Source: an optimization exercise on an open RTL-to-GDS flow (aim: small area). Production flows keep margins and buffers that such runs may drop. Only simulation tests tie the RTL to the original design; equivalence was not proved.

==> job 9978 <==
## Compute_Processor
module Compute_Processor
    #(
        parameter Bit_width = 16
    )
    (
    input Clk,
    input Enable,
    input [Bit_width - 1 : 0] Data_read_out_0,
    input [Bit_width - 1 : 0] Data_read_out_1,
    input [Bit_width - 1 : 0] Data_read_out_2,
    input [Bit_width - 1 : 0] Data_read_out_3,
    input [Bit_width - 1 : 0] Data_read_out_4,
    output [23:0] Data_Read_Control,
    output reg [23:0] Data_Write_Control,
    output [Bit_width - 1 : 0] Data_Write,
    output reg Compute_Done
    );
==> flow/config.mk <==
export PLATFORM = sky130hd
export DESIGN_NAME = Compute_Processor
export DESIGN_NICKNAME = Compute_Processor
export VERILOG_FILES = /design/flow/design.v
export SDC_FILE = /design/flow/constraint.sdc
export NUM_CORES = 4
export LEC_CHECK = 0
export ABC_AREA = 1
export CAP_MARGIN = 30
export CORE_MARGIN = 2
export CORE_UTILIZATION = 30
export GPL_TIMING_DRIVEN = 0
export PLACE_DENSITY = 0.6
export SETUP_SLACK_MARGIN = 0.9
export SLEW_MARGIN = 30
export SYNTH_MEMORY_MAX_BITS = 65536
==> flow/constraint.sdc <==
create_clock -name core_clock -period 12.0 [get_ports {Clk}]
set_input_delay 2.4000 -clock core_clock [delete_from_list [all_inputs] [get_ports {Clk}]]
set_output_delay 2.4000 -clock core_clock [all_outputs]
set_load 0.01 [all_outputs]
standard.sh (not shown) runs the stock make flow with config.mk's settings and CLKGATE_MAP_FILE= SYNTH_SCRIPT=/design/flow/synth_recipe.tcl, a recipe that flattens the netlist after the stock synthesis.
==> flow/flow/run.sh <==
#!/bin/bash
# Layout flow: the standard synthesis, then a stronger re-mapping of the
# combinational logic (registers, full and half adders kept as they are),
# then the standard layout from floorplan on. Each tool writes its own
# log in this folder.
set -euo pipefail
W=$PWD
F=$W/flow
P=${FLOW_PLATFORM:-sky130hd}
R=$W/orfs/results/$P/Compute_Processor/base
L=$W/orfs/logs/$P/Compute_Processor/base
YOSYS=$FLOW_HOME/../tools/install/yosys/bin/yosys
[ -x "$YOSYS" ] || YOSYS=yosys
LIB=$FLOW_HOME/platforms/$P/lib/sky130_fd_sc_hd__tt_025C_1v80.lib

# 1. standard synthesis (yosys netlist only)
bash standard.sh $R/1_2_yosys.v > $W/log_1_synth.log 2>&1
cp $R/1_2_yosys.v $W/net_std.v

# 2. re-map the combinational logic
DU=$(grep -o -- "-dont_use [^ ]*" $L/1_2_yosys.log | sort -u | tr '\n' ' ')
python3 $F/libmodels.py $LIB '(__fa_|__ha_|__dfxtp|__edfxtp|__conb|__probe|lpflow|__fah|__dlx|__sdf|__df|__ebuf|__einv|__tap|__fill|__decap|__diode|macro)' > $W/models.v
cat >> $W/models.v <<'EOM'
module sky130_fd_sc_hd__ha_1 (A, B, COUT, SUM);
  input A;
  input B;
  output COUT;
  output SUM;
  assign COUT = A & B;
  assign SUM = A ^ B;
endmodule
EOM
python3 $F/faflip.py $W/net_std.v $W/net_flip.v > $W/log_2_faflip.log 2>&1
python3 $F/bbmodels.py $LIB $W/net_flip.v $W/models.v > $W/models_bb.v
cat > $W/resyn.ys <<EOS
read_verilog -lib $W/models_bb.v
read_verilog $W/models.v
read_verilog $W/net_flip.v
hierarchy -top $FLOW_TOP
flatten
techmap
opt -fast
abc -D 11000 -script $F/abc_area.script -liberty $LIB $DU
opt_clean -purge
setundef -zero
splitnets
opt_clean -purge
hilomap -singleton -hicell sky130_fd_sc_hd__conb_1 HI -locell sky130_fd_sc_hd__conb_1 LO
insbuf -buf sky130_fd_sc_hd__buf_4 A X
check
tee -o $W/resyn_stat.txt stat -liberty $LIB
write_verilog -noattr -nohex -nodec $W/net_resyn.v
EOS
$YOSYS -s $W/resyn.ys > $W/log_3_resyn.log 2>&1
cp $W/net_resyn.v $R/1_2_yosys.v

# 3. standard layout from floorplan on
bash standard.sh finish > $W/log_4_layout.log 2>&1
Other scripts of this flow, unchanged in this note and not shown: flow/flow/abc_area.script, flow/flow/bbmodels.py, flow/flow/faflip.py, flow/flow/libmodels.py
==> job 1770 (differences from job 9978) <==
--- a/flow/config.mk
+++ b/flow/config.mk
@@ -12,5 +12,5 @@
 export GPL_TIMING_DRIVEN = 0
 export PLACE_DENSITY = 0.6
-export SETUP_SLACK_MARGIN = 0.9
+export SETUP_SLACK_MARGIN = 1.4
 export SLEW_MARGIN = 30
 export SYNTH_MEMORY_MAX_BITS = 65536
==> flow_summary.yaml <==
outcome:
  outcome: "no timing/DRC/antenna violations"
worst_setup_path:
  timing.rr.end: "Sb[10]"
  rrSetupSlack_ns: 0.14
finish:
  layout_common_cells: "nand2_1, a21oi_1, o21ai_0"
  final_util: 0.363
  clkCellAreaFrac: 0.0158
global_routing:
  grtUsageMet3: 0.387
detailed_routing:
  vias: 60100
The numbers above come from job 9978.

==> flow_summary.yaml <==
outcome:
  outcome: "no timing/DRC/antenna violations"
finish:
  clkCellAreaFrac: 0.0153
  layout_common_cells: "nand2_1, a21oi_1, o21ai_0"
global_routing:
  grtUsageMet3: 0.387
detailed_routing:
  vias: 60400
worst_setup_path:
  rrSetupSlack_ns: 0.97
  timing.rr.end: "Sb[8]"
The numbers above come from job 1770.

[what the ideal ports hide]
In the flow no input, the clock included, has a driving cell. The finished layouts below were timed again as built, in two steps. Step 1, drivers: a clkbuf_16 drives Clk and a buf_2 each remaining input, both assumed. Step 2 adds t to the input delays and takes it off the output delays; t is the mean of the earliest and latest rising clock arrival at the registers after step 1. Input paths then give back, and output paths get back, about the clock's delay inside the block. Slacks: ideal ports / drivers / drivers and shift; pairs: ideal ports / drivers.
| run | t (ns) | setup slack, ns | slew at the worst register clock pin (ns) |
|---|---|---|---|
| job 9978 | 0.649 | 0.142 / 0.142 / 0.142 | 0.09 / 0.09 |
| job 1770 | 0.650 | 0.971 / 0.971 / 0.971 | 0.09 / 0.09 |
After both steps setup and hold are still met in every run listed.
